Context: an optimization exercise on an open-source flow, tuned for small area. The choices shown serve that exercise and are no tape-out recipe. At most, simulation tests tie the RTL to the original design; equivalence was not proved. Power is estimated from default activity; no workload was simulated.

==> trial 38: inputs <==
==> flow/design.v <==
module digital_lock #(
	parameter	width = 4,
	parameter	tick_cycles = 250
)(
	input				clock,
	input				reset,
	input		[3:0]	key,
	output	reg	[6:0]	HEX0,
	output	reg	[6:0]	HEX1,
	output	reg	[6:0]	HEX2,
	output	reg	[6:0]	HEX3,
	output	reg	[6:0]	HEX4,
	output	reg	[6:0]	HEX5,
	output	reg			LOCK_STATE,
	output	reg			UNLOCK_STATE,
	output	reg			ORIGIN_STATE,
	output	reg			SECOND_STATE,
	output	reg			THIRD_STATE
);
localparam	UNLOCKED		= 3'b000;
localparam	UNLOCKED_ERR	= 3'b001;
localparam	SECOND			= 3'b010;
localparam	LOCKING			= 3'b011;
localparam	THIRD			= 3'b110;
localparam	UNLOCKING		= 3'b111;
localparam	ORIGIN			= 3'b100;
localparam	LOCKED			= 3'b101;
localparam	TICK_START	= 8'h08;
localparam	TICK_END	= 8'ha0;
localparam	TH_START	= 3'b001;
localparam	C0 = 3'b110, C1 = 3'b100, C2 = 3'b000, C3 = 3'b001,
			C4 = 3'b010, C5 = 3'b101, C6 = 3'b011, C7 = 3'b111;
reg	[2:0]	state;
reg	[3:0]	key_last;
reg	[7:0]	counter;
reg	[2:0]	t_h;
reg	[2:0]	cnt_o, cnt_b;	 
reg	[7:0]	pw_o, pw_b;		 
reg			t_e;
reg	[3:0]	shown;			 
wire	[3:0]	press = key_last & ~key;
wire			any_press = |press;
wire	[1:0]	digit = {~press[0] & ~press[1], ~press[0] & (press[1] | press[2])};
wire			tick = ({counter[7:6], counter[4:0]} == {TICK_END[7:6], TICK_END[4:0]});
wire			in_o = (state == ORIGIN);
wire			in_b = state[1] & ~state[0];
wire			in_entry = in_o | in_b;
wire	[2:0]	cnt = in_o ? cnt_o : cnt_b;
wire			confirm = (cnt == C4) & press[1];
wire			timeout = ~t_h[1] & ~t_h[0];
wire			enter = ~confirm & ~timeout & any_press;	 
wire			show = ~timeout & ~any_press;				 
wire	[2:0]	cnt_next = {cnt[1:0], cnt[0] ? (cnt[2] | cnt[1]) : ~cnt[2]};
wire	[3:0]	wpos = {cnt == C3, cnt == C2, cnt == C1, cnt == C0};
wire	[3:0]	spos = {cnt == C4, cnt == C3, cnt == C2, cnt == C1};
wire	[7:0]	pw_shown = ORIGIN_STATE ? pw_o : pw_b;
wire			match = (pw_shown == pw_o);
integer k;
always @(posedge clock) begin
	key_last	<= key;
	if (!reset) begin
		cnt_o	<= C0;
		cnt_b	<= C0;
	end
	else if (confirm) begin
		if (in_o) cnt_o <= C0;
		if (in_b) cnt_b <= C0;
	end
	else if (enter) begin
		if (in_o) cnt_o <= cnt_next;
		if (in_b) cnt_b <= cnt_next;
	end
	for (k = 0; k < 4; k = k + 1)
		if (enter & wpos[k]) begin
			if (in_o) pw_o[2*k +: 2] <= digit;
			if (in_b) pw_b[2*k +: 2] <= digit;
		end
	if (!in_entry | confirm)
		t_h		<= TH_START;
	else if (tick)
		t_h		<= {t_h[1:0], t_h[2] ^ t_h[1]};
	if (!reset | tick)
		counter	<= TICK_START;
	else
		counter	<= {counter[6:0], counter[7] ^ counter[5] ^ counter[4] ^ counter[3]};
	if (!in_entry | confirm | (show & (cnt == C7)))
		shown	<= 4'b0000;
	else if (show)
		shown	<= shown | spos;
	LOCK_STATE		<= !reset | (state == LOCKED);
	UNLOCK_STATE	<= !reset | (state[2:1] == 2'b00);
	ORIGIN_STATE	<= !reset | in_o;
	SECOND_STATE	<= !reset | (state[2:1] == 2'b01);
	THIRD_STATE		<= !reset | (state[2:1] == 2'b11);
	if (!reset) begin
		state	<= UNLOCKED;
		t_e		<= 1'b0;
	end
	else case (state)
		UNLOCKED, UNLOCKED_ERR: if (press[0])
			state	<= ORIGIN;
		LOCKED: if (press[3])
			state	<= THIRD;
		ORIGIN: if (confirm)
			state	<= SECOND;
		else if (timeout)
			state	<= UNLOCKED;
		SECOND: if (confirm)
			state	<= LOCKING;
		else if (timeout)
			state	<= UNLOCKED;
		THIRD: if (confirm)
			state	<= UNLOCKING;
		else if (timeout)
			state	<= LOCKED;
		LOCKING:
			state	<= match ? LOCKED : UNLOCKED_ERR;
		UNLOCKING: if (match)
			state	<= UNLOCKED;
		else begin
			state	<= LOCKED;
			t_e		<= 1'b1;
		end
	endcase
end
wire		m_u = UNLOCK_STATE & ~state[2] & ~state[0];	 
wire		m_lck = LOCK_STATE & state[0];					 
wire		m_e = (UNLOCK_STATE & state[0]) | (m_lck & t_e);	 
wire		m_l = m_lck & ~t_e;								 
function [6:0] lit;
	input [1:0] x;
	lit = {x[1] | x[0], x[1] & ~x[0], ~x[1] & x[0], x[0], x[1] | ~x[0], 1'b1, x[0]};
endfunction
wire	[6:0]	l5 = {7{shown[0]}} & lit(pw_shown[1:0]);
wire	[6:0]	l4 = {7{shown[1]}} & lit(pw_shown[3:2]);
wire	[6:0]	l3 = {7{shown[2]}} & lit(pw_shown[5:4]);
wire	[6:0]	l2 = {7{shown[3]}} & lit(pw_shown[7:6]);
wire			m_any = m_e | m_u | m_l;
always @(*) begin
	HEX5 = ~(l5 | {m_e, m_any, m_any, m_any, m_u, m_u, m_e});
	HEX4 = ~(l4 | {m_any, 1'b0, m_any, m_l, m_u | m_l, 1'b0, 1'b0});
	HEX3 = ~(l3 | {m_e | m_l, m_u, m_any, m_u | m_l, 1'b0, 1'b0, 1'b0});
	HEX2 = ~(l2 | {m_any, m_l, m_any, m_any, m_e | m_u, m_l, 1'b0});
	HEX1 = ~{m_e | m_u, 1'b0, m_e | m_u, m_u, 3'b000};
	HEX0 = ~{m_u, m_u, m_u, m_u, 1'b0, m_u, 1'b0};
end
endmodule
==> flow/flow/run.sh <==
#!/bin/bash
# Standard layout (the standard.sh on ORFS), with two changes:
#  - the port buffers are the smallest buffer (sky130_fd_sc_hd__buf_1);
#  - clock tree synthesis uses sky130_fd_sc_hd__clkbuf_8 only and inserts
#    no dummy loads.
# The tools' output goes to standard.log; ORFS keeps its per-step logs
# under orfs/logs.
set -uo pipefail
export BUFFER_PORTS_ARGS="-buffer_cell sky130_fd_sc_hd__buf_1"
export CTS_ARGS="-sink_clustering_enable -repair_clock_nets -sink_clustering_size 64 -sink_clustering_max_diameter 500 -buf_list sky130_fd_sc_hd__clkbuf_8 -dont_use_dummy_load"
bash standard.sh > standard.log 2>&1
==> flow/standard.sh <==
#!/bin/bash
# synth_recipe.tcl (not shown) runs the flow's synth.tcl, then flattens the netlist and writes it again
# the make line also repeats each setting of config.mk as NAME=value (left out here)
make -C /OpenROAD-flow-scripts/flow DESIGN_CONFIG=/design/flow/config.mk WORK_HOME=/design/flow/orfs CLKGATE_MAP_FILE= SYNTH_SCRIPT=/design/flow/synth_recipe.tcl "${@:-finish}"
==> flow/config.mk <==
export PLATFORM = sky130hd
export DESIGN_NAME = digital_lock
export DESIGN_NICKNAME = digital_lock
export VERILOG_FILES = /design/flow/design.v
export SDC_FILE = /design/flow/constraint.sdc
export NUM_CORES = 4
export LEC_CHECK = 0
export CAP_MARGIN = 20
export CORE_MARGIN = 2
export CORE_UTILIZATION = 40
export SLEW_MARGIN = 20
==> flow/constraint.sdc <==
create_clock -name core_clock -period 10.0 [get_ports {clock}]
set_input_delay 2.0000 -clock core_clock [delete_from_list [all_inputs] [get_ports {clock}]]
set_output_delay 2.0000 -clock core_clock [all_outputs]
set_load 0.01 [all_outputs]
==> trial 87 (differences from trial 38) <==
==> flow/design.v, changed modules only <==
module digital_lock #(
	parameter	width = 4,
	parameter	tick_cycles = 250
)(
	input				clock,
	input				reset,
	input		[3:0]	key,
	output	reg	[6:0]	HEX0,
	output	reg	[6:0]	HEX1,
	output	reg	[6:0]	HEX2,
	output	reg	[6:0]	HEX3,
	output	reg	[6:0]	HEX4,
	output	reg	[6:0]	HEX5,
	output	reg			LOCK_STATE,
	output	reg			UNLOCK_STATE,
	output	reg			ORIGIN_STATE,
	output	reg			SECOND_STATE,
	output	reg			THIRD_STATE
);
localparam	UNLOCKED		= 3'b000;
localparam	UNLOCKED_ERR	= 3'b001;
localparam	SECOND			= 3'b010;
localparam	LOCKING			= 3'b011;
localparam	THIRD			= 3'b110;
localparam	UNLOCKING		= 3'b111;
localparam	ORIGIN			= 3'b100;
localparam	LOCKED			= 3'b101;
localparam	TICK_START	= 8'h08;
localparam	TICK_END	= 8'ha0;
localparam	TH_START	= 3'b001;
localparam	C0 = 3'b110, C1 = 3'b100, C2 = 3'b000, C3 = 3'b001,
			C4 = 3'b010, C5 = 3'b101, C6 = 3'b011, C7 = 3'b111;
reg	[2:0]	state;
reg	[3:0]	key_last;
reg	[7:0]	counter;
reg	[2:0]	t_h;
reg	[2:0]	cnt_o, cnt_b;	 
reg	[7:0]	pw_o, pw_b;		 
reg			t_e;
reg	[3:0]	shown;			 
wire	[3:0]	press = key_last & ~key;
wire			any_press = |press;
wire	[1:0]	digit = {~press[0] & ~press[1], ~press[0] & (press[1] | press[2])};
wire			tick = ({counter[7:6], counter[4:0]} == {TICK_END[7:6], TICK_END[4:0]});
wire			in_o = (state == ORIGIN);
wire			in_b = state[1] & ~state[0];
wire			in_entry = in_o | in_b;
wire	[2:0]	cnt = in_o ? cnt_o : cnt_b;
wire			confirm = (cnt == C4) & press[1];
wire			timeout = ~t_h[1] & ~t_h[0];
wire			enter = ~confirm & ~timeout & any_press;	 
wire			show = ~timeout & ~any_press;				 
wire	[2:0]	cnt_next = {cnt[1:0], cnt[0] ? (cnt[2] | cnt[1]) : ~cnt[2]};
wire	[3:0]	wpos = {cnt == C3, cnt == C2, cnt == C1, cnt == C0};
wire	[3:0]	spos = {cnt == C4, cnt == C3, cnt == C2, cnt == C1};
wire	[7:0]	pw_shown = ORIGIN_STATE ? pw_o : pw_b;
wire			match = (pw_shown == pw_o);
integer k;
always @(posedge clock) begin
	key_last	<= key;
	if (!reset) begin
		cnt_o	<= C0;
		cnt_b	<= C0;
	end
	else if (confirm) begin
		if (in_o) cnt_o <= C0;
		if (in_b) cnt_b <= C0;
	end
	else if (enter) begin
		if (in_o) cnt_o <= cnt_next;
		if (in_b) cnt_b <= cnt_next;
	end
	for (k = 0; k < 4; k = k + 1)
		if (enter & wpos[k]) begin
			if (in_o) pw_o[2*k +: 2] <= digit;
			if (in_b) pw_b[2*k +: 2] <= digit;
		end
	if (!in_entry | confirm)
		t_h		<= TH_START;
	else if (tick)
		t_h		<= {t_h[1:0], t_h[2] ^ t_h[1]};
	if (!reset | tick)
		counter	<= TICK_START;
	else
		counter	<= {counter[6:0], counter[7] ^ counter[5] ^ counter[4] ^ counter[3]};
	if (!in_entry | confirm | (show & (cnt == C7)))
		shown	<= 4'b0000;
	else if (show)
		shown	<= shown | spos;
	LOCK_STATE		<= !reset | (state == LOCKED);
	UNLOCK_STATE	<= !reset | (state[2:1] == 2'b00);
	ORIGIN_STATE	<= !reset | in_o;
	SECOND_STATE	<= !reset | (state[2:1] == 2'b01);
	THIRD_STATE		<= !reset | (state[2:1] == 2'b11);
	if (!reset) begin
		state	<= UNLOCKED;
		t_e		<= 1'b0;
	end
	else case (state)
		UNLOCKED, UNLOCKED_ERR: if (press[0])
			state	<= ORIGIN;
		LOCKED: if (press[3])
			state	<= THIRD;
		ORIGIN: if (confirm)
			state	<= SECOND;
		else if (timeout)
			state	<= UNLOCKED;
		SECOND: if (confirm)
			state	<= LOCKING;
		else if (timeout)
			state	<= UNLOCKED;
		THIRD: if (confirm)
			state	<= UNLOCKING;
		else if (timeout)
			state	<= LOCKED;
		LOCKING:
			state	<= match ? LOCKED : UNLOCKED_ERR;
		UNLOCKING: if (match)
			state	<= UNLOCKED;
		else begin
			state	<= LOCKED;
			t_e		<= 1'b1;
		end
	endcase
end
wire		msg_u = UNLOCK_STATE & (state == UNLOCKED);		 
wire		msg_ue = UNLOCK_STATE & (state == UNLOCKED_ERR);	 
wire		msg_l = LOCK_STATE & (state == LOCKED);			 
function [6:0] seg;
	input [1:0] d;
	seg = {~d[1] & ~d[0], ~(d[1] & ~d[0]), ~(~d[1] & d[0]), ~d[0], ~d[1] & d[0], 1'b0, ~d[0]};
endfunction
always @(*) begin
	if (msg_ue | (msg_l & t_e)) begin
		HEX5 = 7'b0000110;
		HEX4 = 7'b0101111;
		HEX3 = 7'b0101111;
		HEX2 = 7'b0100011;
		HEX1 = 7'b0101111;
		HEX0 = 7'b1111111;
	end
	else if (msg_u) begin
		HEX5 = 7'b1000001;
		HEX4 = 7'b0101011;
		HEX3 = 7'b1000111;
		HEX2 = 7'b0100011;
		HEX1 = 7'b0100111;
		HEX0 = 7'b0000101;
	end
	else if (msg_l) begin
		HEX5 = 7'b1000111;
		HEX4 = 7'b0100011;
		HEX3 = 7'b0100111;
		HEX2 = 7'b0000101;
		HEX1 = 7'b1111111;
		HEX0 = 7'b1111111;
	end
	else begin
		HEX5 = shown[0] ? seg(pw_shown[1:0]) : 7'b1111111;
		HEX4 = shown[1] ? seg(pw_shown[3:2]) : 7'b1111111;
		HEX3 = shown[2] ? seg(pw_shown[5:4]) : 7'b1111111;
		HEX2 = shown[3] ? seg(pw_shown[7:6]) : 7'b1111111;
		HEX1 = 7'b1111111;
		HEX0 = 7'b1111111;
	end
end
endmodule
==> flow/flow/run.sh (replaced) <==
#!/bin/bash
# Standard layout, with the port buffers made of the smallest buffer and a
# clock tree without dummy loads.
cp standard.sh standard_sh_copy.log
export BUFFER_PORTS_ARGS="-buffer_cell sky130_fd_sc_hd__buf_1"
export CTS_ARGS="-sink_clustering_enable -repair_clock_nets -sink_clustering_size 64 -sink_clustering_max_diameter 500 -buf_list sky130_fd_sc_hd__clkbuf_8 -dont_use_dummy_load"
bash standard.sh > standard.log 2>&1
==> comparison <==
In sequential power, trial 38 and trial 87 hardly differ. Of trial 38 and trial 87, trial 38 has the higher hold slack (gap 5.1 ps). Of trial 38 and trial 87, trial 87 has the higher die area (gap about 3%, measured against trial 87). Against trial 87, the synthesized cell count of trial 38 is smaller by 1.4%. In trial 87 the via count is higher than in trial 38, by 4.5%. Between trial 87 and trial 38, the lower register-to-register slack is in trial 87 (gap 450 ps). In trial 87 the critical path depth is higher than in trial 38, by 1. Between trial 38 and trial 87, the lower core utilization is in trial 38 (gap 0.18 points). Between trial 38 and trial 87, the lower first-iteration DRC count is in trial 38 (gap 25%, measured against trial 87).
Only the layout flow was run in trial 87; the RTL was not checked for function there.

[what the ideal ports hide]
The results above use ideal ports. As a check the final layouts listed here were re-extracted and re-timed, cells and wires unchanged.
Step 1, drivers: a clkbuf_16 drives clock and a buf_2 each remaining input, both assumed.
Step 2, shift: input delay + t, output delay - t, t = (earliest + latest rising clock arrival at the registers) / 2. This alone moves slack from input paths to output paths.
Three values: ideal ports, drivers, drivers and shift; two values: the first two.
run | shift t [ns] | slack for setup (ns) | worst register clock-pin slew, ns
trial 38 | 0.321 | 6.025 / 5.998 / 6.318 | 0.09 / 0.09
trial 87 | 0.315 | 5.912 / 5.883 / 5.994 | 0.08 / 0.08
After both steps every run listed still meets setup and hold.
